From an optimization exercise on the open Yosys and OpenROAD flow, aimed at small area and a short achievable clock period; shortcuts taken in it are not production practice. Where RTL was checked, it was by simulation tests only, not by an equivalence proof against the original. No functional check of the RTL was part of runs 1 and 2. Power and IR drop assume default switching activity.

--- flow/run.sh ---
#!/bin/bash
# The standard layout (the standard.sh), with plain buf_1 cells as the
# input and output port buffers instead of the ones buffer_ports picks.
export BUFFER_PORTS_ARGS="-buffer_cell sky130_fd_sc_hd__buf_1"
bash standard.sh > standard.log 2>&1
--- standard.sh ---
#!/bin/bash
# synth_recipe.tcl (not shown) runs the flow's synth.tcl, then flattens the netlist and writes it again
# the make line also repeats each setting of config.mk as NAME=value (left out here)
make -C /OpenROAD-flow-scripts/flow DESIGN_CONFIG=/design/flow/config.mk WORK_HOME=/design/flow/orfs CLKGATE_MAP_FILE= SYNTH_SCRIPT=/design/flow/synth_recipe.tcl "${@:-finish}"
--- config.mk ---
export PLATFORM = sky130hd
export DESIGN_NAME = fp_mul
export DESIGN_NICKNAME = fp_mul
export VERILOG_FILES = /design/flow/design.v
export SDC_FILE = /design/flow/constraint.sdc
export NUM_CORES = 4
export LEC_CHECK = 0
export CAP_MARGIN = 20
export CORE_MARGIN = 2
export CORE_UTILIZATION = 40
export CTS_BUF_LIST = sky130_fd_sc_hd__clkbuf_8
export SLEW_MARGIN = 20
export SYNTH_HIERARCHICAL = 1
export SYNTH_MINIMUM_KEEP_SIZE = 0
--- constraint.sdc ---
create_clock -name core_clock -period 5.3 [get_ports {clk}]
set_input_delay 1.0600 -clock core_clock [delete_from_list [all_inputs] [get_ports {clk}]]
set_output_delay 1.0600 -clock core_clock [all_outputs]
set_load 0.01 [all_outputs]
--- design.v ---
module fp1(a, one, two, neg, rx, ry);
input wire [10:0] a;
input wire [5:0] one, two;
input wire [4:0] neg;
wire [4:0] nneg = ~neg;
output wire [20:0] rx, ry;
wire pp_0_0;
wire pp_0_1;
wire pp_0_2;
wire pp_0_3;
wire pp_0_4;
wire pp_0_5;
wire pp_0_6;
wire pp_0_7;
wire pp_0_8;
wire pp_0_9;
wire pp_0_10;
wire pp_0_11;
wire pp_1_0;
wire pp_1_1;
wire pp_1_2;
wire pp_1_3;
wire pp_1_4;
wire pp_1_5;
wire pp_1_6;
wire pp_1_7;
wire pp_1_8;
wire pp_1_9;
wire pp_1_10;
wire pp_1_11;
wire pp_2_0;
wire pp_2_1;
wire pp_2_2;
wire pp_2_3;
wire pp_2_4;
wire pp_2_5;
wire pp_2_6;
wire pp_2_7;
wire pp_2_8;
wire pp_2_9;
wire pp_2_10;
wire pp_2_11;
wire pp_3_0;
wire pp_3_1;
wire pp_3_2;
wire pp_3_3;
wire pp_3_4;
wire pp_3_5;
wire pp_3_6;
wire pp_3_7;
wire pp_3_8;
wire pp_3_9;
wire pp_3_10;
wire pp_3_11;
wire pp_4_0;
wire pp_4_1;
wire pp_4_2;
wire pp_4_3;
wire pp_4_4;
wire pp_4_5;
wire pp_4_6;
wire pp_4_7;
wire pp_4_8;
wire pp_4_9;
wire pp_4_10;
wire pp_4_11;
wire pp_5_0;
wire pp_5_1;
wire pp_5_2;
wire pp_5_3;
wire pp_5_4;
wire pp_5_5;
wire pp_5_6;
wire pp_5_7;
wire pp_5_8;
wire pp_5_9;
wire pp_5_10;
wire hs0;
wire hc0;
wire hs1;
wire hc1;
wire hs2;
wire hc2;
wire fs0;
wire fc0;
wire hs3;
wire hc3;
wire fs1;
wire fc1;
wire hs4;
wire hc4;
wire fs2;
wire fc2;
wire fs3;
wire fc3;
wire hs5;
wire hc5;
wire fs4;
wire fc4;
wire fs5;
wire fc5;
wire hs6;
wire hc6;
wire fs6;
wire fc6;
wire fs7;
wire fc7;
wire fs8;
wire fc8;
wire hs7;
wire hc7;
wire fs9;
wire fc9;
wire fs10;
wire fc10;
wire fs11;
wire fc11;
wire fs12;
wire fc12;
wire fs13;
wire fc13;
wire fs14;
wire fc14;
wire fs15;
wire fc15;
wire fs16;
wire fc16;
wire fs17;
wire fc17;
wire fs18;
wire fc18;
wire fs19;
wire fc19;
wire fs20;
wire fc20;
wire fs21;
wire fc21;
wire fs22;
wire fc22;
wire fs23;
wire fc23;
wire fs24;
wire fc24;
wire fs25;
wire fc25;
wire fs26;
wire fc26;
wire fs27;
wire fc27;
wire fs28;
wire fc28;
wire fs29;
wire fc29;
wire fs30;
wire fc30;
wire fs31;
wire fc31;
wire gs0;
wire gc0;
wire hs8;
wire hc8;
wire fs32;
wire fc32;
wire fs33;
wire fc33;
wire fs34;
wire fc34;
wire fs35;
wire fc35;
wire fs36;
wire fc36;
wire gs1;
wire gc1;
wire hs9;
wire hc9;
wire fs37;
wire fc37;
wire fs38;
wire fc38;
wire fs39;
wire fc39;
wire gs2;
wire gc2;
wire hs10;
wire hc10;
wire fs40;
wire fc40;
assign pp_0_0 = (one[0] & a[0]) ^ neg[0];
assign pp_0_1 = ((one[0] & a[1]) | (two[0] & a[0])) ^ neg[0];
assign pp_0_2 = ((one[0] & a[2]) | (two[0] & a[1])) ^ neg[0];
assign pp_0_3 = ((one[0] & a[3]) | (two[0] & a[2])) ^ neg[0];
assign pp_0_4 = ((one[0] & a[4]) | (two[0] & a[3])) ^ neg[0];
assign pp_0_5 = ((one[0] & a[5]) | (two[0] & a[4])) ^ neg[0];
assign pp_0_6 = ((one[0] & a[6]) | (two[0] & a[5])) ^ neg[0];
assign pp_0_7 = ((one[0] & a[7]) | (two[0] & a[6])) ^ neg[0];
assign pp_0_8 = ((one[0] & a[8]) | (two[0] & a[7])) ^ neg[0];
assign pp_0_9 = ((one[0] & a[9]) | (two[0] & a[8])) ^ neg[0];
assign pp_0_10 = ((one[0] & a[10]) | (two[0] & a[9])) ^ neg[0];
assign pp_0_11 = (two[0] & a[10]) ^ neg[0];
assign pp_1_0 = (one[1] & a[0]) ^ neg[1];
assign pp_1_1 = ((one[1] & a[1]) | (two[1] & a[0])) ^ neg[1];
assign pp_1_2 = ((one[1] & a[2]) | (two[1] & a[1])) ^ neg[1];
assign pp_1_3 = ((one[1] & a[3]) | (two[1] & a[2])) ^ neg[1];
assign pp_1_4 = ((one[1] & a[4]) | (two[1] & a[3])) ^ neg[1];
assign pp_1_5 = ((one[1] & a[5]) | (two[1] & a[4])) ^ neg[1];
assign pp_1_6 = ((one[1] & a[6]) | (two[1] & a[5])) ^ neg[1];
assign pp_1_7 = ((one[1] & a[7]) | (two[1] & a[6])) ^ neg[1];
assign pp_1_8 = ((one[1] & a[8]) | (two[1] & a[7])) ^ neg[1];
assign pp_1_9 = ((one[1] & a[9]) | (two[1] & a[8])) ^ neg[1];
assign pp_1_10 = ((one[1] & a[10]) | (two[1] & a[9])) ^ neg[1];
assign pp_1_11 = (two[1] & a[10]) ^ neg[1];
assign pp_2_0 = (one[2] & a[0]) ^ neg[2];
assign pp_2_1 = ((one[2] & a[1]) | (two[2] & a[0])) ^ neg[2];
assign pp_2_2 = ((one[2] & a[2]) | (two[2] & a[1])) ^ neg[2];
assign pp_2_3 = ((one[2] & a[3]) | (two[2] & a[2])) ^ neg[2];
assign pp_2_4 = ((one[2] & a[4]) | (two[2] & a[3])) ^ neg[2];
assign pp_2_5 = ((one[2] & a[5]) | (two[2] & a[4])) ^ neg[2];
assign pp_2_6 = ((one[2] & a[6]) | (two[2] & a[5])) ^ neg[2];
assign pp_2_7 = ((one[2] & a[7]) | (two[2] & a[6])) ^ neg[2];
assign pp_2_8 = ((one[2] & a[8]) | (two[2] & a[7])) ^ neg[2];
assign pp_2_9 = ((one[2] & a[9]) | (two[2] & a[8])) ^ neg[2];
assign pp_2_10 = ((one[2] & a[10]) | (two[2] & a[9])) ^ neg[2];
assign pp_2_11 = (two[2] & a[10]) ^ neg[2];
assign pp_3_0 = (one[3] & a[0]) ^ neg[3];
assign pp_3_1 = ((one[3] & a[1]) | (two[3] & a[0])) ^ neg[3];
assign pp_3_2 = ((one[3] & a[2]) | (two[3] & a[1])) ^ neg[3];
assign pp_3_3 = ((one[3] & a[3]) | (two[3] & a[2])) ^ neg[3];
assign pp_3_4 = ((one[3] & a[4]) | (two[3] & a[3])) ^ neg[3];
assign pp_3_5 = ((one[3] & a[5]) | (two[3] & a[4])) ^ neg[3];
assign pp_3_6 = ((one[3] & a[6]) | (two[3] & a[5])) ^ neg[3];
assign pp_3_7 = ((one[3] & a[7]) | (two[3] & a[6])) ^ neg[3];
assign pp_3_8 = ((one[3] & a[8]) | (two[3] & a[7])) ^ neg[3];
assign pp_3_9 = ((one[3] & a[9]) | (two[3] & a[8])) ^ neg[3];
assign pp_3_10 = ((one[3] & a[10]) | (two[3] & a[9])) ^ neg[3];
assign pp_3_11 = (two[3] & a[10]) ^ neg[3];
assign pp_4_0 = (one[4] & a[0]) ^ neg[4];
assign pp_4_1 = ((one[4] & a[1]) | (two[4] & a[0])) ^ neg[4];
assign pp_4_2 = ((one[4] & a[2]) | (two[4] & a[1])) ^ neg[4];
assign pp_4_3 = ((one[4] & a[3]) | (two[4] & a[2])) ^ neg[4];
assign pp_4_4 = ((one[4] & a[4]) | (two[4] & a[3])) ^ neg[4];
assign pp_4_5 = ((one[4] & a[5]) | (two[4] & a[4])) ^ neg[4];
assign pp_4_6 = ((one[4] & a[6]) | (two[4] & a[5])) ^ neg[4];
assign pp_4_7 = ((one[4] & a[7]) | (two[4] & a[6])) ^ neg[4];
assign pp_4_8 = ((one[4] & a[8]) | (two[4] & a[7])) ^ neg[4];
assign pp_4_9 = ((one[4] & a[9]) | (two[4] & a[8])) ^ neg[4];
assign pp_4_10 = ((one[4] & a[10]) | (two[4] & a[9])) ^ neg[4];
assign pp_4_11 = (two[4] & a[10]) ^ neg[4];
assign pp_5_0 = (one[5] & a[0]);
assign pp_5_1 = ((one[5] & a[1]) | (two[5] & a[0]));
assign pp_5_2 = ((one[5] & a[2]) | (two[5] & a[1]));
assign pp_5_3 = ((one[5] & a[3]) | (two[5] & a[2]));
assign pp_5_4 = ((one[5] & a[4]) | (two[5] & a[3]));
assign pp_5_5 = ((one[5] & a[5]) | (two[5] & a[4]));
assign pp_5_6 = ((one[5] & a[6]) | (two[5] & a[5]));
assign pp_5_7 = ((one[5] & a[7]) | (two[5] & a[6]));
assign pp_5_8 = ((one[5] & a[8]) | (two[5] & a[7]));
assign pp_5_9 = ((one[5] & a[9]) | (two[5] & a[8]));
assign pp_5_10 = ((one[5] & a[10]) | (two[5] & a[9]));
ha_c u_h0(.a(neg[1]), .b(pp_0_2), .s(hs0), .co(hc0));
ha_c u_h1(.a(pp_0_3), .b(pp_1_1), .s(hs1), .co(hc1));
ha_c u_h2(.a(neg[2]), .b(pp_0_4), .s(hs2), .co(hc2));
fa_c u_f0(.a(pp_1_2), .b(pp_2_0), .c(hc1), .s(fs0), .co(fc0));
ha_c u_h3(.a(pp_0_5), .b(pp_1_3), .s(hs3), .co(hc3));
fa_c u_f1(.a(pp_2_1), .b(hc2), .c(hs3), .s(fs1), .co(fc1));
ha_c u_h4(.a(neg[3]), .b(pp_0_6), .s(hs4), .co(hc4));
fa_c u_f2(.a(pp_1_4), .b(pp_2_2), .c(pp_3_0), .s(fs2), .co(fc2));
fa_c u_f3(.a(hc3), .b(hs4), .c(fs2), .s(fs3), .co(fc3));
ha_c u_h5(.a(pp_0_7), .b(pp_1_5), .s(hs5), .co(hc5));
fa_c u_f4(.a(pp_2_3), .b(pp_3_1), .c(hc4), .s(fs4), .co(fc4));
fa_c u_f5(.a(hs5), .b(fc2), .c(fs4), .s(fs5), .co(fc5));
ha_c u_h6(.a(neg[4]), .b(pp_0_8), .s(hs6), .co(hc6));
fa_c u_f6(.a(pp_1_6), .b(pp_2_4), .c(pp_3_2), .s(fs6), .co(fc6));
fa_c u_f7(.a(pp_4_0), .b(hc5), .c(hs6), .s(fs7), .co(fc7));
fa_c u_f8(.a(fs6), .b(fc4), .c(fs7), .s(fs8), .co(fc8));
ha_c u_h7(.a(pp_0_9), .b(pp_1_7), .s(hs7), .co(hc7));
fa_c u_f9(.a(pp_2_5), .b(pp_3_3), .c(pp_4_1), .s(fs9), .co(fc9));
fa_c u_f10(.a(hc6), .b(hs7), .c(fc6), .s(fs10), .co(fc10));
fa_c u_f11(.a(fs9), .b(fc7), .c(fs10), .s(fs11), .co(fc11));
fa_c u_f12(.a(pp_0_10), .b(pp_1_8), .c(pp_2_6), .s(fs12), .co(fc12));
fa_c u_f13(.a(pp_3_4), .b(pp_4_2), .c(pp_5_0), .s(fs13), .co(fc13));
fa_c u_f14(.a(hc7), .b(fc9), .c(fs12), .s(fs14), .co(fc14));
fa_c u_f15(.a(fs13), .b(fc10), .c(fs14), .s(fs15), .co(fc15));
fa_c u_f16(.a(pp_0_11), .b(pp_1_9), .c(pp_2_7), .s(fs16), .co(fc16));
fa_c u_f17(.a(pp_3_5), .b(pp_4_3), .c(pp_5_1), .s(fs17), .co(fc17));
fa_c u_f18(.a(fc12), .b(fc13), .c(fs16), .s(fs18), .co(fc18));
fa_c u_f19(.a(fs17), .b(fc14), .c(fs18), .s(fs19), .co(fc19));
fa_c u_f20(.a(neg[0]), .b(pp_1_10), .c(pp_2_8), .s(fs20), .co(fc20));
fa_c u_f21(.a(pp_3_6), .b(pp_4_4), .c(pp_5_2), .s(fs21), .co(fc21));
fa_c u_f22(.a(fc16), .b(fc17), .c(fs20), .s(fs22), .co(fc22));
fa_c u_f23(.a(fs21), .b(fc18), .c(fs22), .s(fs23), .co(fc23));
fa_c u_f24(.a(neg[0]), .b(pp_1_11), .c(pp_2_9), .s(fs24), .co(fc24));
fa_c u_f25(.a(pp_3_7), .b(pp_4_5), .c(pp_5_3), .s(fs25), .co(fc25));
fa_c u_f26(.a(fc20), .b(fc21), .c(fs24), .s(fs26), .co(fc26));
fa_c u_f27(.a(fs25), .b(fc22), .c(fs26), .s(fs27), .co(fc27));
fa_c u_f28(.a(nneg[1]), .b(nneg[0]), .c(pp_2_10), .s(fs28), .co(fc28));
fa_c u_f29(.a(pp_3_8), .b(pp_4_6), .c(pp_5_4), .s(fs29), .co(fc29));
fa_c u_f30(.a(fc24), .b(fs28), .c(fc25), .s(fs30), .co(fc30));
fa_c u_f31(.a(fs29), .b(fc26), .c(fs30), .s(fs31), .co(fc31));
ha1_c u_g0(.a(pp_2_11), .b(pp_3_9), .s(gs0), .co(gc0));
ha_c u_h8(.a(pp_4_7), .b(pp_5_5), .s(hs8), .co(hc8));
fa_c u_f32(.a(gs0), .b(hs8), .c(fc28), .s(fs32), .co(fc32));
fa_c u_f33(.a(fc29), .b(fc30), .c(fs32), .s(fs33), .co(fc33));
fa_c u_f34(.a(nneg[2]), .b(pp_3_10), .c(pp_4_8), .s(fs34), .co(fc34));
fa_c u_f35(.a(pp_5_6), .b(gc0), .c(hc8), .s(fs35), .co(fc35));
fa_c u_f36(.a(fs34), .b(fc32), .c(fs35), .s(fs36), .co(fc36));
ha1_c u_g1(.a(pp_3_11), .b(pp_4_9), .s(gs1), .co(gc1));
ha_c u_h9(.a(pp_5_7), .b(gs1), .s(hs9), .co(hc9));
fa_c u_f37(.a(fc34), .b(hs9), .c(fc35), .s(fs37), .co(fc37));
fa_c u_f38(.a(nneg[3]), .b(pp_4_10), .c(pp_5_8), .s(fs38), .co(fc38));
fa_c u_f39(.a(gc1), .b(fs38), .c(hc9), .s(fs39), .co(fc39));
ha1_c u_g2(.a(pp_4_11), .b(pp_5_9), .s(gs2), .co(gc2));
ha_c u_h10(.a(gs2), .b(fc38), .s(hs10), .co(hc10));
fa_c u_f40(.a(nneg[4]), .b(pp_5_10), .c(gc2), .s(fs40), .co(fc40));
assign rx = {fs40, hs10, fc37, fc36, fc33, fc31, fc27, fc23, fc19, fc15, fc11, fc8, fc5, fc3, fc1, fc0, hs2, hc0, pp_1_0, pp_0_1, neg[0]};
assign ry = {hc10, fc39, fs39, fs37, fs36, fs33, fs31, fs27, fs23, fs19, fs15, fs11, fs8, fs5, fs3, fs1, fs0, hs1, hs0, 1'b0, pp_0_0};
endmodule
module fa_c(a, b, c, s, co);
input wire a, b, c;
output wire s, co;
assign s = a ^ b ^ c;
assign co = (a & b) | (c & (a ^ b));
endmodule
module ha_c(a, b, s, co);
input wire a, b;
output wire s, co;
assign s = a ^ b;
assign co = a & b;
endmodule
module ha1_c(a, b, s, co);
input wire a, b;
output wire s, co;
assign s = ~(a ^ b);
assign co = a | b;
endmodule
module fp2(s, e, sign, fp_result, under, over);
input wire [20:9] s;
input wire [4:0] e;
input wire sign;
output wire [15:0] fp_result;
output wire under, over;
wire [4:0] e_inc = e + 5'd1;
wire u0 = e > 5'd24;
wire u1 = (e > 5'd23) && (e != 5'd31);    
wire [4:0] te = s[20] ? e : e_inc;
wire [10:0] ts = s[20] ? s[19:9] : s[20:10];
assign fp_result = {sign, te[3:0], ts};
assign under = s[20] ? u0 : u1;
assign over = te[4];
endmodule
module fp_mul(clk, op1, op2, result, under, over);
input wire clk;
input wire [15:0] op1, op2;
output wire [15:0] result;
output wire under, over;
wire [13:0] bx = {2'b00, op2[10:0], 1'b0};
wire [5:0] one_d, two_d;
wire [4:0] neg_d;
genvar i;
generate for (i = 0; i < 6; i = i + 1) begin : g_booth
	assign one_d[i] = bx[2*i+1] ^ bx[2*i];
	assign two_d[i] = (bx[2*i+2] & ~bx[2*i+1] & ~bx[2*i]) | (~bx[2*i+2] & bx[2*i+1] & bx[2*i]);
	if (i < 5) begin : g_neg
		assign neg_d[i] = bx[2*i+2];
	end
end endgenerate
reg [10:0] sa;
reg [5:0] bone, btwo;
reg [4:0] bneg;
reg [4:0] e1;
reg sg1;
always @(posedge clk)
begin
	sa <= op1[10:0];
	bone <= one_d;
	btwo <= two_d;
	bneg <= neg_d;
	e1 <= {1'b0, op1[14:11]} + {1'b0, op2[14:11]} - 5'd7;
	sg1 <= op1[15] ^ op2[15];
end
wire [20:0] rx, ry;
fp1 stage1(.a(sa), .one(bone), .two(btwo), .neg(bneg), .rx(rx), .ry(ry));
wire [20:0] px = rx, py = ry;
wire [13:0] lo = {1'b0, px[12:0]} + {1'b0, py[12:0]};
reg [7:0] hx, hy;
reg hc;
reg [3:0] lo2;
reg [4:0] e2;
reg sg2;
always @(posedge clk)
begin
	hx <= px[20:13];
	hy <= py[20:13];
	hc <= lo[13];
	lo2 <= lo[12:9];
	e2 <= e1;
	sg2 <= sg1;
end
wire [7:0] hi = hx + hy + hc;
wire [20:9] s = {hi, lo2};
fp2 stage2(.s(s), .e(e2), .sign(sg2), .fp_result(result), .under(under), .over(over));
endmodule
==> results of run 1 <==
[per-layer routing]
metal / part of all wire / track usage / vias up / wire length (µm)
li1: - / - / 1555 / -
met1: 0.44 / 0.1750 / 1553 / 4173
met2: 0.51 / 0.2443 / 43 / 4776
met3: 0.032 / 0.03302 / 15 / 303
met4: 0.018 / 0.05015 / 0 / 174
met5: 0 / 0 / - / 0
[stage by stage]
stage	std cells	hold WS, ns	util	setup slack [ns]
floorplan	487	0.3096	-	1.637
global placement	642	0.3104	0.3947	1.362
detailed placement	642	0.3144	0.3947	1.240
CTS	658	0.3308	0.4105	1.010
global route	658	0.3326	0.4114	0.7964
finish	658	0.3284	0.4114	0.9374
[flip-flops by register name, indices dropped and copies added, names as in the netlist]
register  count
bneg          5
btwo          6
e2            5
sg2           1
lo2           4
hc            1
sa           11
hy            8
hx            8
e1            5
sg1           1
bone          6
[worst max-delay path: cells and delay by family, from the launching register on]
family	cells	cell delay, ns
AO/OA/AOI/OAI	4	1.22
XOR/XNOR	2	0.54
adder cells (fa/ha/maj)	1	0.43
flip-flops	1	0.31
AND/OR/NAND/NOR	1	0.27
buffers and inverters	1	0.17
[where the power goes]
part           switching [mW]  leakage [nW]  internal [mW]
sequential             0.0886         0.514          0.584
combinational           0.958          1.56          0.949
clock                   0.188         0.102          0.242
[cells by family (layout without fill, tap and decap cells)]
kind of cell	after synthesis	count (layout)	synth area share
AND/OR/NAND/NOR	46	46	0.04300
buffers and inverters	112	107	0.1445
other	1	1	0.0006928
adder cells (fa/ha/maj)	87	87	0.2621
AO/OA/AOI/OAI	87	87	0.1646
flip-flops	61	61	0.2256
XOR/XNOR	81	81	0.1311
multiplexers	12	12	0.02843
[final timing paths]
kind | from | endpoint | slack [ns] | depth (start not counted)
max | hx[0] | result[13] | 0.94 | 9
min | e1[4] | e2[4] | 0.33 | 0
max reg2reg | sa[6] | hc | 1.26 | 12
min reg2reg | e1[4] | e2[4] | 0.33 | 0
[cell usage in the layout (no fill, tap or decap), types with 11 or more instances in the layout]
master / Yosys / routed
sky130_fd_sc_hd__xnor2_1: 71 / 70
sky130_fd_sc_hd__dfxtp_1: 61 / 61
sky130_fd_sc_hd__a22oi_2: 50 / 50
sky130_fd_sc_hd__buf_1: 0 / 50
sky130_fd_sc_hd__fa_1: 44 / 44
sky130_fd_sc_hd__ha_1: 43 / 43
sky130_fd_sc_hd__inv_1: 34 / 34
sky130_fd_sc_hd__nand2_1: 14 / 14
sky130_fd_sc_hd__clkbuf_8: 0 / 11
[per-module statistics from Yosys, one instance, submodules excluded]
| module | copies in the design | cells inside | flip-flops and latches |
|---|---|---|---|
| fp1 | 1 | 212 | 0 |
| ha_c | 11 | 1 | 0 |
| fp2 | 1 | 33 | 0 |
| fa_c | 41 | 1 | 0 |
| fp_mul | 1 | 175 | 61 |
| ha1_c | 3 | 5 | 0 |
[area by class of cell]
class | instances | area, µm² | share of cell area
timing repair buffer | 57 | 240.2 | 0.04410
sequential | 61 | 1221 | 0.2242
tap | 176 | 220.2 | 0.04042
multi-input combinational | 314 | 3428 | 0.6293
clock inverter | 5 | 58.81 | 0.01079
clock buffer | 11 | 151.4 | 0.02779
inverter | 34 | 127.6 | 0.02343
==> impl_summary.txt, run 1 <==
----------------------------------------------------
[Status]
  Outcome ... no timing/DRC/antenna violations

[Yosys]
  Flop and latch count out of synthesis ... 61
  Library cell with the highest instance count after synthesis ... sky130_fd_sc_hd__xnor2_1
  Combined area of all synthesized cells ... 5413 µm²
  Number of distinct library cells after synthesis ... 38
  Fraction of post-synthesis cell area in the top cell type by area ... 0.2256
  Count of flip-flops with a built-in enable after synthesis ... 0
  Post-synth top flop ... sky130_fd_sc_hd__dfxtp_1
  Synth Warn # ... 7
  Commonest cells in the netlist ... sky130_fd_sc_hd__xnor2_1 (71), sky130_fd_sc_hd__dfxtp_1 (61), sky130_fd_sc_hd__a22oi_2 (50), sky130_fd_sc_hd__buf_4 (50), sky130_fd_sc_hd__fa_1 (44)
  Cell count after synthesis ... 487
  Mean cell area of the mapped netlist ... 11.11 µm²
  Sequential-to-total area share from yosys stat ... 0.2256
  Largest cells by area after synthesis ... sky130_fd_sc_hd__dfxtp_1 (23%), sky130_fd_sc_hd__fa_1 (16%), sky130_fd_sc_hd__a22oi_2 (12%), sky130_fd_sc_hd__xnor2_1 (11%), sky130_fd_sc_hd__ha_1 (9.9%)
  Post-Syn Nets ... 607
  Share of flip-flops with an asynchronous set or reset after synthesis ... 0
  Dominant cell type by area after synthesis ... sky130_fd_sc_hd__dfxtp_1

[GRT]
  Number of global-route vias before repair ... 3374
  Number of antenna violations at the first check in global routing ... 0
  Global route total overflow ... 0
  Largest net degree at the start of global routing ... 19
  GRT Total Usage ... 0.1423
  First-pass GRT wire length ... 16250 µm

[Run]
  Count of max-cap constraint violations ... 0

[STA]
  Ratio of final minimum period to clock period ... 0.8231
  Setup TNS after final layout ... 0 ns
  Transition time of the tightest slew-check pin ... 0.8715 ns
  Highest clock frequency the design can meet ... 0.2292 GHz
  Post-layout min period ... 4.363 ns
  Post-route clock skew ... 0.01069 ns
  Final Max Tran Viols ... 0
  Unrepaired setup endpoints after global routing ... no
  Normalized max-slew margin ... 0.4182
  Total setup violations reported at the end of the flow ... 0
  Final hold violation count ... 0

[Finish]
  Area added between synthesis and finish ... 0.6472%
  Fill cells ... 1297
  Summed area of non-filler cells in the final layout ... 5448 µm²
  Antenna diode count ... 0
  Final net count ... 597
  Proportion of layout cells with a drive suffix above 1 ... 0.1867

[CTS]
  Clock insertion delay at the later pin of the skew report ... 0.36 ns
  Sink count of the clock tree ... 61
  Clock tree from TritonCTS ... yes
  Hold_buf cts ... 0
  Quantity of gates resized following cts ... 0
  Number of H-tree levels ... 3
  Register clock-pin slew on the reported worst setup and hold paths ... 0.06 ns
  TritonCTS Buffers ... 9
  Post-CTS repair timing setup buffer count ... 0
  Maximum clock path buffer count ... 2
  Root buffer cell ... sky130_fd_sc_hd__clkbuf_8

[Routing]
  Number of remaining DRC errors ... 0
  Via-per-instance ratio ... 4.812
  Count of vias placed by the detailed router ... 3166
  First DRT Iteration DRCs ... 87
  Post-detailed-route count of antenna-violating nets ... 0
  Wirelength per Cell ... 14.33 µm
  Total length of routed wires ... 9427 µm
  First-pass detailed-route iteration total ... 6

[Worst hold path]
  Classification of the worst-slack hold path ... reg2reg

[Critical path]
  Crit path DAT ... 3.30 ns
  Cell-by-cell trace of the critical path ... fa_1, a21o_1, a21oi_1, o21ai_1, o41ai_1, xnor2_4, nand2b_1, xnor2_1, buf_1
  Critical path startpoint category ... flip-flop
  CP Class ... reg2out
  Max incr delay on CP ... 0.70 ns
  Peak fanout along the critical path ... 18
  Required time at the endpoint of the critical path ... 4.24 ns
  Kind of end point of the critical path ... output port
  Slowest cell on the critical path ... sky130_fd_sc_hd__o41ai_1

[Die]
  Number of placement rows ... 42
  Die width ... 120.3 µm
  Vert. Die Dim ... 120.3 µm
  Die footprint ... 14480 µm²
  Starting Density ... 0.4087
  Number of ports placed on the die boundary ... 51
  Core area ... 13240 µm²

[Placement]
  Placer Congestion ... 0.8144
  Number of buffer cells added on primary ports ... 50
  Post-detail-place hpwl ... 7435 µm
  Area of placed instances ... 5226 µm²

[Pwr]
  VDD IR max ... 0.2737 mV
  Leakage power summed over all cells ... 2.174 nW
  Power density cells ... 552.5 nW/µm²
  Final total power ... 3.010 mW

----------------------------------------------------
==> inputs of run 2 (changes only) <==
--- a/design.v
+++ b/design.v
@@ -382,6 +382,6 @@
 wire [20:0] px = rx, py = ry;
-wire [13:0] lo = {1'b0, px[12:0]} + {1'b0, py[12:0]};
-reg [7:0] hx, hy;
+wire [15:0] lo = {1'b0, px[14:0]} + {1'b0, py[14:0]};
+reg [5:0] hx, hy;
 reg hc;
-reg [3:0] lo2;
+reg [5:0] lo2;
 reg [4:0] e2;
@@ -390,6 +390,6 @@
 begin
-	hx <= px[20:13];
-	hy <= py[20:13];
-	hc <= lo[13];
-	lo2 <= lo[12:9];
+	hx <= px[20:15];
+	hy <= py[20:15];
+	hc <= lo[15];
+	lo2 <= lo[14:9];
 	e2 <= e1;
@@ -397,3 +397,3 @@
 end
-wire [7:0] hi = hx + hy + hc;
+wire [5:0] hi = hx + hy + hc;
 wire [20:9] s = {hi, lo2};
==> run 2 against run 1 <==
Net effect:
- maximum frequency up 13%
- combinational power up 13%
- count of clock-buffer cells in the layout increased by 1
- sequential power about the same
- non-clock buffer count down 6
- cell area is 2.0% higher
- synthesized cell count rose by 5.5%
- clock skew fell by 0.0019 ns
- register-to-register slack better by 0.18 ns
- area after synthesis rose by 2.5%
- final cell count is 3.8% higher
- largest power group unchanged
- highest routed layer unchanged
==> impl_summary.txt, run 2 <==
----------------------------------------------------
[Yosys]
  Combinational family with the most area after synthesis ... adder cells
  Dominant cell type by area after synthesis ... sky130_fd_sc_hd__dfxtp_1
  Sequential-to-total area share from yosys stat ... 0.2130 (-0.01262)
  Share of flip-flops with an asynchronous set or reset after synthesis ... 0 (unchanged)
  Largest cells by area after synthesis ... sky130_fd_sc_hd__dfxtp_1 (21%), sky130_fd_sc_hd__fa_1 (16%), sky130_fd_sc_hd__a22oi_2 (11%), sky130_fd_sc_hd__xnor2_1 (10%), sky130_fd_sc_hd__ha_1 (9.7%)
  Flop and latch count out of synthesis ... 59 (-3.3%)
  Post-synth top flop ... sky130_fd_sc_hd__dfxtp_1
  Mean cell area of the mapped netlist ... 10.79 µm² (-2.9%)
  Number of distinct library cells after synthesis ... 47 (+24%)
  Synth Warn # ... 7 (unchanged)
  Commonest cells in the netlist ... sky130_fd_sc_hd__xnor2_1 (65), sky130_fd_sc_hd__dfxtp_1 (59), sky130_fd_sc_hd__a22oi_2 (50), sky130_fd_sc_hd__buf_4 (50), sky130_fd_sc_hd__fa_1 (44)
  Count of flip-flops with a built-in enable after synthesis ... 0 (unchanged)
  Fraction of post-synthesis cell area in the top cell type by area ... 0.2130 (-0.01262)
  Post-Syn Nets ... 634 (+4.4%)
  Fraction of synthesized cell area in xor and xnor cells ... 0.1232 (-0.007873)
  Share of the synthesized area in compound gates (AO/OA/AOI/OAI) ... 0.1828 (+0.01818)
  Library cell with the highest instance count after synthesis ... sky130_fd_sc_hd__xnor2_1
  Adder and majority cell fraction of the synthesized area ... 0.2559 (-0.006269)
  Fraction of synthesized area in multiplexers ... 0.02956 (+0.001125)
  Post-synthesis simple-gate area fraction ... 0.05257 (+0.009576)
  Combined area of all synthesized cells ... 5545 µm² (+2.5%)
  Cell count after synthesis ... 514 (+5.5%)

[CTS]
  Clock tree from TritonCTS ... yes
  Clock insertion delay at the later pin of the skew report ... 0.36 ns (about the same)
  Quantity of gates resized following cts ... 0 (unchanged)
  Root buffer cell ... sky130_fd_sc_hd__clkbuf_8
  TritonCTS Buffers ... 9 (unchanged)
  Sink count of the clock tree ... 59 (-3.3%)
  Maximum clock path buffer count ... 2 (unchanged)
  Number of H-tree levels ... 3 (unchanged)
  Register clock-pin slew on the reported worst setup and hold paths ... 0.07 ns (about the same)
  Post-CTS repair timing setup buffer count ... 0 (unchanged)
  Hold_buf cts ... 0 (unchanged)

[Finish]
  Area added between synthesis and finish ... 0.1580%
  Final net count ... 618 (+3.5%)
  Reg with most FFs ... sa
  Highest-count cells in the layout ignoring fill and taps ... sky130_fd_sc_hd__xnor2_1 (65), sky130_fd_sc_hd__dfxtp_1 (59), sky130_fd_sc_hd__a22oi_2 (50), sky130_fd_sc_hd__buf_1 (50), sky130_fd_sc_hd__fa_1 (44)
  Antenna diode count ... 0 (unchanged)
  Fill cells ... 1361 (+4.9%)
  Most common cell after layout, fill and taps aside ... sky130_fd_sc_hd__xnor2_1
  Proportion of layout cells with a drive suffix above 1 ... 0.1710 (-0.01575)
  Number of flip-flops under the largest register name ... 11 (unchanged)

[Pwr]
  VDD IR max ... 0.2391 mV (-13%)
  Internal cell power ... 1.884 mW (+6.1%)
  Combinational share of power ... 0.651 (+0.017)
  Leakage power summed over all cells ... 2.227 nW (+2.5%)
  Share of total power in the clock network ... 0.147 (+0.004)
  Power density cells ... 598.9 nW/µm² (+8.4%)
  Reported net switching power ... 1.442 mW (+17%)
  Sequential Power Share ... 0.203 (-0.021)
  Switching Share ... 0.4336 (+0.02340)

[Routing]
  Count of vias placed by the detailed router ... 3380 (+6.8%)
  Wirelength per Cell ... 14.61 µm (+2.0%)
  Via-per-instance ratio ... 4.949 (+2.9%)
  First-pass detailed-route iteration total ... 4 (-2)
  Number of remaining DRC errors ... 0 (unchanged)
  Post-detailed-route count of antenna-violating nets ... 0 (unchanged)
  First DRT Iteration DRCs ... 199 (+130%)
  Total length of routed wires ... 9982 µm (+5.9%)

[GRT]
  First-pass GRT wire length ... 16480 µm (+1.4%)
  Largest net degree at the start of global routing ... 19 (unchanged)
  GRT Total Usage ... 0.1432 (+0.0008570)
  Number of antenna violations at the first check in global routing ... 0 (unchanged)
  Global route total overflow ... 0 (unchanged)
  Number of global-route vias before repair ... 3359 (-0.44%)

[Placement]
  Placement Setup Slack ... 1.425 ns (+0.1845 ns)
  Number of buffer cells added on primary ports ... 50 (unchanged)
  Post-detail-place hpwl ... 7806 µm (+5.0%)
  Placer Congestion ... 0.8670 (+6.5%)

[Die]
  Die footprint ... 14820 µm² (+2.4%)
  Die width ... 121.7 µm (+1.2%)
  Core area ... 13720 µm² (+3.6%)
  Starting Density ... 0.4042 (-0.004535)
  Number of placement rows ... 43 (+2.4%)
  Vert. Die Dim ... 121.7 µm (+1.2%)
  Number of ports placed on the die boundary ... 51 (unchanged)

[Critical path]
  Setup slack of the most critical reg-to-reg path ... 1.44 ns (+0.18 ns)
  Crit path DAT ... 4.11 ns (+0.81 ns)
  Peak fanout along the critical path ... 17 (-1)
  CP Class ... reg2reg
  Required time at the endpoint of the critical path ... 5.55 ns (+1.31 ns)
  Critical path startpoint category ... flip-flop
  Worst R2R Path Depth ... 8 (-4)
  Kind of end point of the critical path ... flip-flop

[STA]
  Transition time of the tightest slew-check pin ... 0.9066 ns (+0.03512 ns)
  Post-route clock skew ... 0.008824 ns (-0.001868 ns)
  Ratio of final minimum period to clock period ... 0.7284 (-0.09476)
  Highest clock frequency the design can meet ... 0.2590 GHz (+13%)
  Total setup violations reported at the end of the flow ... 0 (unchanged)
  Post-layout min period ... 3.860 ns (-0.5022 ns)
  Unrepaired setup endpoints after global routing ... no
  Final Max Tran Viols ... 0 (unchanged)
  Post-route worst setup slack ... 1.440 ns (+0.5022 ns)
  Final hold violation count ... 0 (unchanged)
  Setup TNS after final layout ... 0 ns (unchanged)
  Normalized max-slew margin ... 0.3948 (-0.02344)

[Worst hold path]
  Classification of the worst-slack hold path ... reg2reg
  Cell depth of the worst min-delay path ... 0 (unchanged)

[Run]
  Count of max-cap constraint violations ... 0 (unchanged)

[Status]
  Outcome ... no timing/DRC/antenna violations

----------------------------------------------------
[run 2: cell types whose count changed in the layout (fill, tap and decap cells not counted), moves of 3 or more]
cell,change
sky130_fd_sc_hd__a21oi_1,+4
sky130_fd_sc_hd__xor2_1,+3
sky130_fd_sc_hd__xnor2_1,-5
sky130_fd_sc_hd__nand2_1,+9
sky130_fd_sc_hd__nor2_1,+3
sky130_fd_sc_hd__buf_4,-6
sky130_fd_sc_hd__inv_1,+3
sky130_fd_sc_hd__o21ai_0,+5
[run 2: path summary, 6_finish.rpt]
kind               to     from
setup / recovery   hc  bneg[0]
hold / removal    sg2      sg1
setup reg to reg   hc  bneg[0]
hold reg to reg   sg2      sg1
[run 2: area by class of cell]
type	count	area [µm²]	share of cell area
multi-input combinational	341	3580	0.6445
sequential	59	1181	0.2127
tap	180	225.2	0.04055
timing repair buffer	51	195.2	0.03514
clock buffer	12	165.2	0.02974
inverter	36	135.1	0.02433
clock inverter	4	72.57	0.01307
[run 2: layer usage]
metal | up-vias | GRT usage | part of all wire
met5 | - | 0 | 0
met4 | 0 | 0.05029 | 0.015
met3 | 10 | 0.04213 | 0.054
met2 | 74 | 0.2228 | 0.45
met1 | 1641 | 0.1896 | 0.48
li1 | 1655 | - | -
[run 2: cell families (layout without fill, tap and decap cells)]
logic type / Yosys count / after routing
muxes: 13 / 13
buffers and inverters: 114 / 103
xor gates and xnor gates: 78 / 78
and+or+nand+nor: 60 / 60
other: 1 / 1
DFF: 59 / 59
AOI/OAI and AO/OA: 102 / 102
adders and majority gates: 87 / 87
[run 2: Yosys stat by module (local to each module, per instance)]
module,copies in the design,cell area (µm²),cells
fp_mul,1,2252,202
fp1,1,1922,212
fp2,1,330.3,33
ha1_c,3,27.53,5
fa_c,41,20.02,1
ha_c,11,12.51,1
[run 2: power by group through the flow]
stage | combinational [mW] | clock, mW | sequential, mW
4_1_cts | 2.18 | 0.502 | 0.676
2_1_floorplan | 2.07 | 0 | 0.614
5_1_grt | 2.44 | 0.522 | 0.691
3_3_place_gp | 2.13 | 0 | 0.683
3_5_place_dp | 2.17 | 0 | 0.686
6_report | 2.16 | 0.487 | 0.675
[run 2: stage by stage]
step	utilization	area, µm²	hold slack (ns)	total power, mW	instances
after global routing	0.4048	5554	0.3371	3.649	683
after floorplan	-	5545	0.3096	2.687	514
after CTS	0.4048	5554	0.3287	3.359	683
after detailed placement	0.3875	5316	0.3121	2.854	667
final	0.4048	5554	0.3270	3.326	683
after global placement	0.3875	5316	0.3096	2.816	667
[run 2: critical path, cell delays in order, from the launching register on]
cell and delay [ns]:
sky130_fd_sc_hd__dfxtp_1 0.92, sky130_fd_sc_hd__xnor2_1 0.23, sky130_fd_sc_hd__fa_1 0.49, sky130_fd_sc_hd__fa_1 0.57
sky130_fd_sc_hd__fa_1 0.42, sky130_fd_sc_hd__ha_1 0.37, sky130_fd_sc_hd__a21o_1 0.23, sky130_fd_sc_hd__a21o_1 0.18
sky130_fd_sc_hd__a221o_1 0.33
==> inputs of run 3 (changes only) <==
--- a/design.v
+++ b/design.v
@@ -157,6 +157,3 @@
 wire fc31;
-wire gs0;
-wire gc0;
-wire hs8;
-wire hc8;
+wire pp_2_11_n;
 wire fs32;
@@ -171,8 +168,5 @@
 wire fc36;
-wire gs1;
-wire gc1;
-wire hs9;
-wire hc9;
 wire fs37;
 wire fc37;
+wire pp_3_11_n;
 wire fs38;
@@ -181,8 +175,11 @@
 wire fc39;
-wire gs2;
-wire gc2;
-wire hs10;
-wire hc10;
 wire fs40;
 wire fc40;
+wire fs41;
+wire fc41;
+wire pp_4_11_n;
+wire fs42;
+wire fc42;
+wire fs43;
+wire fc43;
 assign pp_0_0 = (one[0] & a[0]) ^ neg[0];
@@ -298,19 +295,19 @@
 fa_c u_f31(.a(fs29), .b(fc26), .c(fs30), .s(fs31), .co(fc31));
-ha1_c u_g0(.a(pp_2_11), .b(pp_3_9), .s(gs0), .co(gc0));
-ha_c u_h8(.a(pp_4_7), .b(pp_5_5), .s(hs8), .co(hc8));
-fa_c u_f32(.a(gs0), .b(hs8), .c(fc28), .s(fs32), .co(fc32));
-fa_c u_f33(.a(fc29), .b(fc30), .c(fs32), .s(fs33), .co(fc33));
-fa_c u_f34(.a(nneg[2]), .b(pp_3_10), .c(pp_4_8), .s(fs34), .co(fc34));
-fa_c u_f35(.a(pp_5_6), .b(gc0), .c(hc8), .s(fs35), .co(fc35));
-fa_c u_f36(.a(fs34), .b(fc32), .c(fs35), .s(fs36), .co(fc36));
-ha1_c u_g1(.a(pp_3_11), .b(pp_4_9), .s(gs1), .co(gc1));
-ha_c u_h9(.a(pp_5_7), .b(gs1), .s(hs9), .co(hc9));
-fa_c u_f37(.a(fc34), .b(hs9), .c(fc35), .s(fs37), .co(fc37));
-fa_c u_f38(.a(nneg[3]), .b(pp_4_10), .c(pp_5_8), .s(fs38), .co(fc38));
-fa_c u_f39(.a(gc1), .b(fs38), .c(hc9), .s(fs39), .co(fc39));
-ha1_c u_g2(.a(pp_4_11), .b(pp_5_9), .s(gs2), .co(gc2));
-ha_c u_h10(.a(gs2), .b(fc38), .s(hs10), .co(hc10));
-fa_c u_f40(.a(nneg[4]), .b(pp_5_10), .c(gc2), .s(fs40), .co(fc40));
-assign rx = {fs40, hs10, fc37, fc36, fc33, fc31, fc27, fc23, fc19, fc15, fc11, fc8, fc5, fc3, fc1, fc0, hs2, hc0, pp_1_0, pp_0_1, neg[0]};
-assign ry = {hc10, fc39, fs39, fs37, fs36, fs33, fs31, fs27, fs23, fs19, fs15, fs11, fs8, fs5, fs3, fs1, fs0, hs1, hs0, 1'b0, pp_0_0};
+assign pp_2_11_n = ~pp_2_11;
+fa_c u_f32(.a(pp_3_9), .b(pp_4_7), .c(pp_5_5), .s(fs32), .co(fc32));
+fa_c u_f33(.a(pp_2_11_n), .b(fc28), .c(fc29), .s(fs33), .co(fc33));
+fa_c u_f34(.a(fs32), .b(fc30), .c(fs33), .s(fs34), .co(fc34));
+fa_c u_f35(.a(nneg[2]), .b(pp_3_10), .c(pp_4_8), .s(fs35), .co(fc35));
+fa_c u_f36(.a(pp_5_6), .b(pp_2_11), .c(fc32), .s(fs36), .co(fc36));
+fa_c u_f37(.a(fs35), .b(fc33), .c(fs36), .s(fs37), .co(fc37));
+assign pp_3_11_n = ~pp_3_11;
+fa_c u_f38(.a(pp_4_9), .b(pp_5_7), .c(pp_3_11_n), .s(fs38), .co(fc38));
+fa_c u_f39(.a(fc35), .b(fs38), .c(fc36), .s(fs39), .co(fc39));
+fa_c u_f40(.a(nneg[3]), .b(pp_4_10), .c(pp_5_8), .s(fs40), .co(fc40));
+fa_c u_f41(.a(pp_3_11), .b(fc38), .c(fs40), .s(fs41), .co(fc41));
+assign pp_4_11_n = ~pp_4_11;
+fa_c u_f42(.a(pp_5_9), .b(pp_4_11_n), .c(fc40), .s(fs42), .co(fc42));
+fa_c u_f43(.a(nneg[4]), .b(pp_5_10), .c(pp_4_11), .s(fs43), .co(fc43));
+assign rx = {fs43, fs42, fs41, fs39, fc34, fc31, fc27, fc23, fc19, fc15, fc11, fc8, fc5, fc3, fc1, fc0, hs2, hc0, pp_1_0, pp_0_1, neg[0]};
+assign ry = {fc42, fc41, fc39, fc37, fs37, fs34, fs31, fs27, fs23, fs19, fs15, fs11, fs8, fs5, fs3, fs1, fs0, hs1, hs0, 1'b0, pp_0_0};
 endmodule
--- a/config.mk
+++ b/config.mk
@@ -11,2 +11,3 @@
 export CTS_BUF_LIST = sky130_fd_sc_hd__clkbuf_8
+export SETUP_SLACK_MARGIN = 1.7
 export SLEW_MARGIN = 20
==> run 3 against run 2 <==
Net effect:
- still clean
- clock power fell by 16%
- utilization increased by 4.0 points
- worst setup slack gained 0.31 ns
- first-iteration DRC count down 24%
- die area fell by 4.7%
- sequential power fell by 1%
- via count increased by 0.65%
- global-route usage grew 0.58 points
- sequential share of layout area rose by 0.93 points
- maximum frequency up 8.7%
- final cell count fell by 1.8%
- critical path depth is 3 higher
- critical path type is now reg2out
- largest cell class unchanged
==> impl_summary.txt, run 3 <==
----------------------------------------------------
[Status]
  Outcome ... no timing/DRC/antenna violations

[Finish]
  Layout Cells excl Fill ... 671 (-1.8%)
  Number of flip-flops under the largest register name ... 11 (unchanged)
  Antenna diode count ... 0 (unchanged)
  Proportion of layout cells with a drive suffix above 1 ... 0.2204 (+0.04947)
  Highest-count cells in the layout ignoring fill and taps ... sky130_fd_sc_hd__xnor2_1 (66), sky130_fd_sc_hd__fa_1 (46), sky130_fd_sc_hd__a22oi_1 (44), sky130_fd_sc_hd__ha_1 (34), sky130_fd_sc_hd__buf_1 (34)
  Area added between synthesis and finish ... 7.163%
  Most common cell after layout, fill and taps aside ... sky130_fd_sc_hd__xnor2_1
  Reg with most FFs ... sa
  Summed area of non-filler cells in the final layout ... 5653 µm² (+1.8%)
  Layout Utilization ... 0.4443 (+0.03950)
  Fill cells ... 1255 (-7.8%)
  Final net count ... 611 (-1.1%)

[Placement]
  Number of buffer cells added on primary ports ... 50 (unchanged)
  Post-detail-place hpwl ... 7488 µm (-4.1%)
  Placer Congestion ... 0.8642 (-0.32%)
  DP Cell Count ... 647 (-3.0%)
  Area of placed instances ... 5049 µm² (-5.0%)

[Pwr]
  Switching Share ... 0.4104 (-0.02313)
  Combinational share of power ... 0.718 (+0.067)
  Internal cell power ... 2.256 mW (+20%)
  Leakage power summed over all cells ... 2.309 nW (+3.7%)
  Share of total power in the clock network ... 0.107 (-0.040)
  VDD IR max ... 0.3044 mV (+27%)
  Power density cells ... 677.0 nW/µm² (+13%)
  Sequential Power Share ... 0.174 (-0.029)
  Reported net switching power ... 1.571 mW (+8.9%)
  Final total power ... 3.827 mW (+15%)

[Die]
  Core area ... 12720 µm² (-7.3%)
  Starting Density ... 0.4146 (+0.01044)
  Die footprint ... 14120 µm² (-4.7%)
  Number of ports placed on the die boundary ... 51 (unchanged)
  Number of placement rows ... 41 (-4.7%)
  Vert. Die Dim ... 118.8 µm (-2.4%)
  Die width ... 118.8 µm (-2.4%)

[Yosys]
  Number of distinct library cells after synthesis ... 48 (+2.1%)
  Largest cells by area after synthesis ... sky130_fd_sc_hd__dfxtp_1 (22%), sky130_fd_sc_hd__fa_1 (18%), sky130_fd_sc_hd__xnor2_1 (11%), sky130_fd_sc_hd__ha_1 (8.8%), sky130_fd_sc_hd__buf_4 (6.7%)
  Flop and latch count out of synthesis ... 59 (unchanged)
  Synth Warn # ... 7 (unchanged)
  Library cell with the highest instance count after synthesis ... sky130_fd_sc_hd__xnor2_1
  Cell count after synthesis ... 502 (-2.3%)
  Combined area of all synthesized cells ... 5275 µm² (-4.9%)
  Post-Syn Nets ... 619 (-2.4%)
  Post-synth top flop ... sky130_fd_sc_hd__dfxtp_1
  Fraction of post-synthesis cell area in the top cell type by area ... 0.2239 (+0.01091)
  Commonest cells in the netlist ... sky130_fd_sc_hd__xnor2_1 (68), sky130_fd_sc_hd__dfxtp_1 (59), sky130_fd_sc_hd__buf_4 (47), sky130_fd_sc_hd__fa_1 (47), sky130_fd_sc_hd__a22oi_1 (45)
  Sequential-to-total area share from yosys stat ... 0.2239 (+0.01091)
  Mean cell area of the mapped netlist ... 10.51 µm² (-2.6%)
  Share of flip-flops with an asynchronous set or reset after synthesis ... 0 (unchanged)
  Dominant cell type by area after synthesis ... sky130_fd_sc_hd__dfxtp_1
  Count of flip-flops with a built-in enable after synthesis ... 0 (unchanged)

[CTS]
  TritonCTS Buffers ... 9 (unchanged)
  Clock tree from TritonCTS ... yes
  Clock insertion delay at the later pin of the skew report ... 0.34 ns (-0.02 ns)
  Number of H-tree levels ... 3 (unchanged)
  Maximum clock path buffer count ... 2 (unchanged)
  Hold_buf cts ... 0 (unchanged)
  Register clock-pin slew on the reported worst setup and hold paths ... 0.07 ns (about the same)
  Root buffer cell ... sky130_fd_sc_hd__clkbuf_8
  Sink count of the clock tree ... 59 (unchanged)

[GRT]
  Largest net degree at the start of global routing ... 18 (-1)
  GRT Total Usage ... 0.1490 (+0.005841)
  First-pass GRT wire length ... 16960 µm (+2.9%)
  Number of antenna violations at the first check in global routing ... 0 (unchanged)
  Global route total overflow ... 0 (unchanged)
  Number of global-route vias before repair ... 3470 (+3.3%)

[Routing]
  First DRT Iteration DRCs ... 151 (-24%)
  Count of vias placed by the detailed router ... 3402 (+0.65%)
  Via-per-instance ratio ... 5.070 (+2.5%)
  First-pass detailed-route iteration total ... 5 (+1)
  Post-detailed-route count of antenna-violating nets ... 0 (unchanged)
  Number of remaining DRC errors ... 0 (unchanged)
  Total length of routed wires ... 10240 µm (+2.6%)
  Wirelength per Cell ... 15.27 µm (+4.5%)

[Critical path]
  Worst R2R Path Depth ... 9 (+1)
  Setup slack of the most critical reg-to-reg path ... 1.86 ns (+0.42 ns)
  Slowest cell on the critical path ... sky130_fd_sc_hd__fa_2
  R2r endpoint ... hc
  Cell-by-cell trace of the critical path ... inv_2, fa_2, nor2b_4, o21ai_2, a21boi_2, nor4_2, nor3b_2, buf_6, buf_8, mux2_4, buf_6
  Most frequent cell on the critical path ... sky130_fd_sc_hd__buf_6
  Required time at the endpoint of the critical path ... 4.24 ns (-1.31 ns)
  CP Class ... reg2out
  Gate family responsible for the most delay along the worst path ... buffers and inverters
  Launch point of the worst path ... hx[0]
  Critical path startpoint category ... flip-flop
  Startpoint of the worst-slack reg-to-reg timing path ... btwo[1]
  Crit path DAT ... 2.49 ns (-1.62 ns)
  Number of stages on the worst setup path ... 11 (+3)
  Peak fanout along the critical path ... 5 (-12)
  Kind of end point of the critical path ... output port
  Max incr delay on CP ... 0.40 ns (-0.52 ns)
  Critical path buffers and inverters ... 4 (+4)
  Critical path destination ... result[5]

[STA]
  Post-route clock skew ... 0.007092 ns (-0.001731 ns)
  Ratio of final minimum period to clock period ... 0.6701 (-0.05824)
  Post-layout min period ... 3.552 ns (-0.3087 ns)
  Highest clock frequency the design can meet ... 0.2816 GHz (+8.7%)
  Final Max Tran Viols ... 0 (unchanged)
  Unrepaired setup endpoints after global routing ... yes
  Setup TNS after final layout ... 0 ns (unchanged)
  Total setup violations reported at the end of the flow ... 0 (unchanged)
  Final hold violation count ... 0 (unchanged)

[Worst hold path]
  Classification of the worst-slack hold path ... reg2reg

[Run]
  Count of max-cap constraint violations ... 0 (unchanged)

----------------------------------------------------
run 3: cell types whose count changed after synthesis, moves of 2 or more:
cell / previous run / this run
sky130_fd_sc_hd__a22oi_1: 0 / 45
sky130_fd_sc_hd__a22oi_2: 50 / 5
sky130_fd_sc_hd__buf_2: 6 / 8
sky130_fd_sc_hd__buf_4: 50 / 47
sky130_fd_sc_hd__clkbuf_2: 0 / 3
sky130_fd_sc_hd__fa_1: 44 / 47
sky130_fd_sc_hd__ha_1: 43 / 37
sky130_fd_sc_hd__inv_1: 36 / 24
sky130_fd_sc_hd__xnor2_1: 65 / 68
run 3: logic make-up (layout without fill, tap and decap cells):
group | count (synthesis) | in the layout | synth area share
compound gates | 102 | 102 | 0.1497
xor+xnor | 81 | 81 | 0.1345
fa+ha+maj | 84 | 84 | 0.2661
buf+inv | 102 | 99 | 0.1388
flops | 59 | 59 | 0.2239
mux | 13 | 13 | 0.03107
other cells | 1 | 1 | 0.0007109
simple gates | 60 | 60 | 0.05527
run 3: metrics by stage:
stage	hold WS, ns	setup slack (ns)
2_1_floorplan	0.3096	1.858
3_3_place_gp	0.3102	1.513
3_5_place_dp	0.3121	1.459
4_1_cts	0.3286	1.666
5_1_grt	0.3341	1.605
6_report	0.3273	1.748
run 3: repair_timing:
action | 4_1_cts | 5_1_grt
pin swaps | 3 | 6
gates resized for setup | 38 | 82
buffers inserted | 3 | 2
gates cloned | 2 | 1
endpoints found under the setup margin | 23 | 23
run 3: Yosys stat by module, one instance, submodules excluded:
module | flops+latches | area, µm² | cells | copies in the design
fp1 | 0 | 1712 | 215 | 1
fa_c | 0 | 20.02 | 1 | 44
ha_c | 0 | 12.51 | 1 | 8
fp_mul | 59 | 2252 | 202 | 1
fp2 | 0 | 330.3 | 33 | 1
run 3: metal layers:
layer	routed length (µm)	part of all wire	vias to the layer above	track usage
met2	4847	0.47	118	0.2432
li1	-	-	1639	-
met4	57	0.0056	0	0.04315
met3	614	0.060	4	0.03209
met1	4725	0.46	1641	0.1988
met5	0	0	-	0
run 3: worst min path at each step:
stage,start,endpoint,slack (ns),cells after the start
finish,e1[1],e2[1],0.33,0
CTS,e1[1],e2[1],0.33,0
global placement,e1[1],e2[1],0.31,0
global route,e1[2],e2[2],0.33,0
detailed placement,e1[1],e2[1],0.31,0
floorplan,e1[0],e2[0],0.31,0
run 3: cell type report:
class                           instances  area [µm²]  share of cell area
Multi-Input combinational cell        341        3480              0.6155
Sequential cell                        59        1255              0.2220
Timing Repair Buffer                   59       410.4             0.07260
Tap cell                              172       215.2             0.03807
Clock buffer                            9       123.9             0.02191
Inverter                               24       90.09             0.01594
Clock inverter                          7       78.83             0.01394
run 3: power by group through the flow:
stage | Clock, mW | Combinational (mW) | Sequential [mW]
after detailed placement | 0 | 2.15 | 0.669
after global routing | 0.447 | 3.07 | 0.681
final | 0.411 | 2.75 | 0.667
after CTS | 0.429 | 2.39 | 0.661
after global placement | 0 | 2.11 | 0.666
after floorplan | 0 | 2.03 | 0.612
==> inputs of run 4 (changes only) <==
--- a/config.mk
+++ b/config.mk
@@ -11,3 +11,2 @@
 export CTS_BUF_LIST = sky130_fd_sc_hd__clkbuf_8
-export SETUP_SLACK_MARGIN = 1.7
 export SLEW_MARGIN = 20
==> run 4 against run 3 <==
Net effect:
- utilization shrank 3.2 points
- final cell count is 1.2% lower
- critical path type is now reg2reg
- non-clock buffer count fell by 8
- cell area is 7.1% lower
- largest power group unchanged
- sequential share of layout area grew 0.29 points
- clock skew fell by 0.0015 ns
- highest routed layer unchanged
- still clean on timing, DRC and antenna
- clock power hardly changed
==> impl_summary.txt, run 4 <==
----------------------------------------------------
[Finish]
  Reg with most FFs ... sa
  Area added between synthesis and finish ... -0.4506%
  Number of flip-flops under the largest register name ... 11 (unchanged)
  Proportion of layout cells with a drive suffix above 1 ... 0.08758 (-0.1329)
  Antenna diode count ... 0 (unchanged)
  Most common cell after layout, fill and taps aside ... sky130_fd_sc_hd__xnor2_1
  Final net count ... 603 (-1.3%)
  Highest-count cells in the layout ignoring fill and taps ... sky130_fd_sc_hd__xnor2_1 (68), sky130_fd_sc_hd__dfxtp_1 (59), sky130_fd_sc_hd__buf_1 (50), sky130_fd_sc_hd__fa_1 (47), sky130_fd_sc_hd__a22oi_1 (45)

[Placement]
  Number of buffer cells added on primary ports ... 50 (unchanged)
  Post-detail-place hpwl ... 7488 µm (unchanged)
  Placer Congestion ... 0.8642 (unchanged)

[STA]
  Final Max Tran Viols ... 0 (unchanged)
  Minimum hold slack ... 0.3272 ns (-0.0001250 ns)
  Post-layout min period ... 3.863 ns (+0.3113 ns)
  Post-route clock skew ... 0.005633 ns (-0.001460 ns)
  Ratio of final minimum period to clock period ... 0.7289 (+0.05874)
  Total setup violations reported at the end of the flow ... 0 (unchanged)
  Unrepaired setup endpoints after global routing ... no
  Setup TNS after final layout ... 0 ns (unchanged)
  Transition time of the tightest slew-check pin ... 0.9283 ns
  Final hold violation count ... 0 (unchanged)
  Highest clock frequency the design can meet ... 0.2589 GHz (-8.1%)
  Normalized max-slew margin ... 0.3803

[Critical path]
  Peak fanout along the critical path ... 17 (+12)
  Crit path DAT ... 4.09 ns (+1.60 ns)
  Required time at the endpoint of the critical path ... 5.52 ns (+1.28 ns)
  CP Class ... reg2reg
  Critical path startpoint category ... flip-flop
  Kind of end point of the critical path ... flip-flop

[Pwr]
  Power density cells ... 610.9 nW/µm² (-9.8%)
  VDD IR max ... 0.3031 mV (-0.45%)
  Leakage power summed over all cells ... 2.119 nW (-8.2%)

[GRT]
  GRT Total Usage ... 0.1440 (-0.005001)
  Number of antenna violations at the first check in global routing ... 0 (unchanged)
  Largest net degree at the start of global routing ... 19 (+1)
  First-pass GRT wire length ... 16420 µm (-3.2%)
  Global route total overflow ... 0 (unchanged)
  Number of global-route vias before repair ... 3405 (-1.9%)

[Status]
  Outcome ... no timing/DRC/antenna violations

[Routing]
  Number of remaining DRC errors ... 0 (unchanged)
  Total length of routed wires ... 9655 µm (-5.7%)
  First-pass detailed-route iteration total ... 4 (-1)
  First DRT Iteration DRCs ... 183 (+21%)
  Via-per-instance ratio ... 5.000 (-1.4%)
  Count of vias placed by the detailed router ... 3315 (-2.6%)
  Wirelength per Cell ... 14.56 µm (-4.6%)
  Post-detailed-route count of antenna-violating nets ... 0 (unchanged)

[Yosys]
  Largest cells by area after synthesis ... sky130_fd_sc_hd__dfxtp_1 (22%), sky130_fd_sc_hd__fa_1 (18%), sky130_fd_sc_hd__xnor2_1 (11%), sky130_fd_sc_hd__ha_1 (8.8%), sky130_fd_sc_hd__buf_4 (6.7%)
  Post-Syn Nets ... 619 (unchanged)
  Combined area of all synthesized cells ... 5275 µm² (unchanged)
  Mean cell area of the mapped netlist ... 10.51 µm² (unchanged)
  Sequential-to-total area share from yosys stat ... 0.2239 (unchanged)
  Post-synth top flop ... sky130_fd_sc_hd__dfxtp_1
  Fraction of post-synthesis cell area in the top cell type by area ... 0.2239 (unchanged)
  Commonest cells in the netlist ... sky130_fd_sc_hd__xnor2_1 (68), sky130_fd_sc_hd__dfxtp_1 (59), sky130_fd_sc_hd__buf_4 (47), sky130_fd_sc_hd__fa_1 (47), sky130_fd_sc_hd__a22oi_1 (45)
  Share of flip-flops with an asynchronous set or reset after synthesis ... 0 (unchanged)
  Flop and latch count out of synthesis ... 59 (unchanged)
  Cell count after synthesis ... 502 (unchanged)
  Count of flip-flops with a built-in enable after synthesis ... 0 (unchanged)
  Dominant cell type by area after synthesis ... sky130_fd_sc_hd__dfxtp_1
  Number of distinct library cells after synthesis ... 48 (unchanged)
  Synth Warn # ... 7 (unchanged)
  Library cell with the highest instance count after synthesis ... sky130_fd_sc_hd__xnor2_1

[Die]
  Die footprint ... 14120 µm² (unchanged)
  Core area ... 12720 µm² (unchanged)
  Number of placement rows ... 41 (unchanged)
  Vert. Die Dim ... 118.8 µm (unchanged)
  Number of ports placed on the die boundary ... 51 (unchanged)
  Die width ... 118.8 µm (unchanged)
  Starting Density ... 0.4146 (unchanged)

[CTS]
  Register clock-pin slew on the reported worst setup and hold paths ... 0.07 ns (about the same)
  Number of H-tree levels ... 3 (unchanged)
  Sink count of the clock tree ... 59 (unchanged)
  TritonCTS Buffers ... 9 (unchanged)
  Hold_buf cts ... 0 (unchanged)
  Clock tree from TritonCTS ... yes
  Root buffer cell ... sky130_fd_sc_hd__clkbuf_8
  Post-CTS repair timing setup buffer count ... 0 (-3)
  Quantity of gates resized following cts ... 0 (-100%)
  Maximum clock path buffer count ... 2 (unchanged)
  Clock insertion delay at the later pin of the skew report ... 0.34 ns (about the same)

[Run]
  Count of max-cap constraint violations ... 0 (unchanged)

[Worst hold path]
  Classification of the worst-slack hold path ... reg2reg

----------------------------------------------------
run 4: cell types whose count changed in the layout (fill, tap and decap cells not counted), moves of 14 or more:
cell and delta:
sky130_fd_sc_hd__dfxtp_2 -14, sky130_fd_sc_hd__buf_1 +16, sky130_fd_sc_hd__dfxtp_1 +29, sky130_fd_sc_hd__buf_6 -14, sky130_fd_sc_hd__dfxtp_4 -15
run 4: worst max-delay path, stage by stage (launching register included):
cell and delay (ns):
sky130_fd_sc_hd__dfxtp_1 0.93, sky130_fd_sc_hd__xnor2_1 0.23, sky130_fd_sc_hd__fa_1 0.49, sky130_fd_sc_hd__fa_1 0.56, sky130_fd_sc_hd__fa_1 0.43, sky130_fd_sc_hd__ha_1 0.38
sky130_fd_sc_hd__a21o_1 0.22, sky130_fd_sc_hd__a21o_1 0.17, sky130_fd_sc_hd__a221o_1 0.33
run 4: area by class of cell:
type / instances / area, µm²
fillers: 1292 / 7471
inverters: 24 / 90.09
multi-input cells: 341 / 3367
clock buffers: 9 / 123.9
clock inverters: 7 / 78.83
repair buffers: 51 / 195.2
flip-flops and latches: 59 / 1181
well taps: 172 / 215.2
run 4: modules after synthesis (local to each module, per instance):
module / area [µm²] / cells
fp_mul: 2252 / 202
fp1: 1712 / 215
fp2: 330.3 / 33
fa_c: 20.02 / 1
ha_c: 12.51 / 1
run 4: path summary, 6_finish.rpt:
path         startpoint  endpoint  slack [ns]  depth (start not counted)
max             bneg[0]        hc        1.44                          8
min               e1[4]     e2[4]        0.33                          0
max reg2reg     bneg[0]        hc        1.44                          8
min reg2reg       e1[4]     e2[4]        0.33                          0
run 4: report_power, final:
part	switching (mW)	internal, mW	total, mW
sequential	0.0925	0.566	0.658
combinational	1.14	0.998	2.14
clock	0.189	0.219	0.408
total	1.43	1.78	3.21
run 4: logic make-up after synthesis:
kind of cell	count (synthesis)	synth area share
AO/OA/AOI/OAI	102	0.1497
flip-flops	59	0.2239
adder cells (fa/ha/maj)	84	0.2661
XOR/XNOR	81	0.1345
buffers and inverters	102	0.1388
AND/OR/NAND/NOR	60	0.05527
multiplexers	13	0.03107
other	1	0.0007109
run 4: layer usage:
metal,GRT usage,vias to the layer above,part of all wire,routed length (µm)
met5,0,-,0,0
met4,0.04315,0,0.0032,31
met3,0.03209,2,0.064,620
met2,0.2295,106,0.45,4375
met1,0.1955,1586,0.48,4628
li1,-,1621,-,-
run 4: stage by stage:
step                instances  area [µm²]    util  setup WS, ns  power (mW)
floorplan                 502        5275       -         1.858       2.644
global placement          647        5049  0.3968         1.513       2.778
detailed placement        647        5049  0.3968         1.459       2.821
CTS                       663        5251  0.4128         1.367       3.249
global route              663        5251  0.4128         1.107       3.559
finish                    663        5251  0.4128         1.437       3.208

## what the ideal ports hide
Ports are ideal in the flow. The routed layouts listed here were re-timed in OpenROAD.
Step 1 (the two cells are an assumption about what drives the block):
set clk [get_ports {clk}]
set_driving_cell -lib_cell sky130_fd_sc_hd__clkbuf_16 $clk
set_driving_cell -lib_cell sky130_fd_sc_hd__buf_2 [delete_from_list [all_inputs] $clk]
Step 2 moves the port delays by t, midway between the first and last clock arrival at a register: inputs arrive t later, outputs are due t later. That takes back most of the time a late clock gives input paths.
Slacks: no drivers / after step 1 / after step 2; pairs: no drivers / after step 1.
run	t, ns	setup slack, ns	worst setup path after step 2	clock arrival spread, ns	slew at the worst register clock pin (ns)
run 1	0.385	0.937 / 0.903 / 1.255	register to register	0.011 / 0.011	0.07 / 0.07
run 2	0.393	1.440 / 1.431 / 1.440	register to register	0.012 / 0.011	0.07 / 0.07
run 3	0.372	1.748 / 1.714 / 1.858	register to register	0.007 / 0.007	0.07 / 0.07
run 4	0.368	1.437 / 1.437 / 1.437	register to register	0.006 / 0.006	0.07 / 0.07
After both steps every run listed still meets setup and hold.
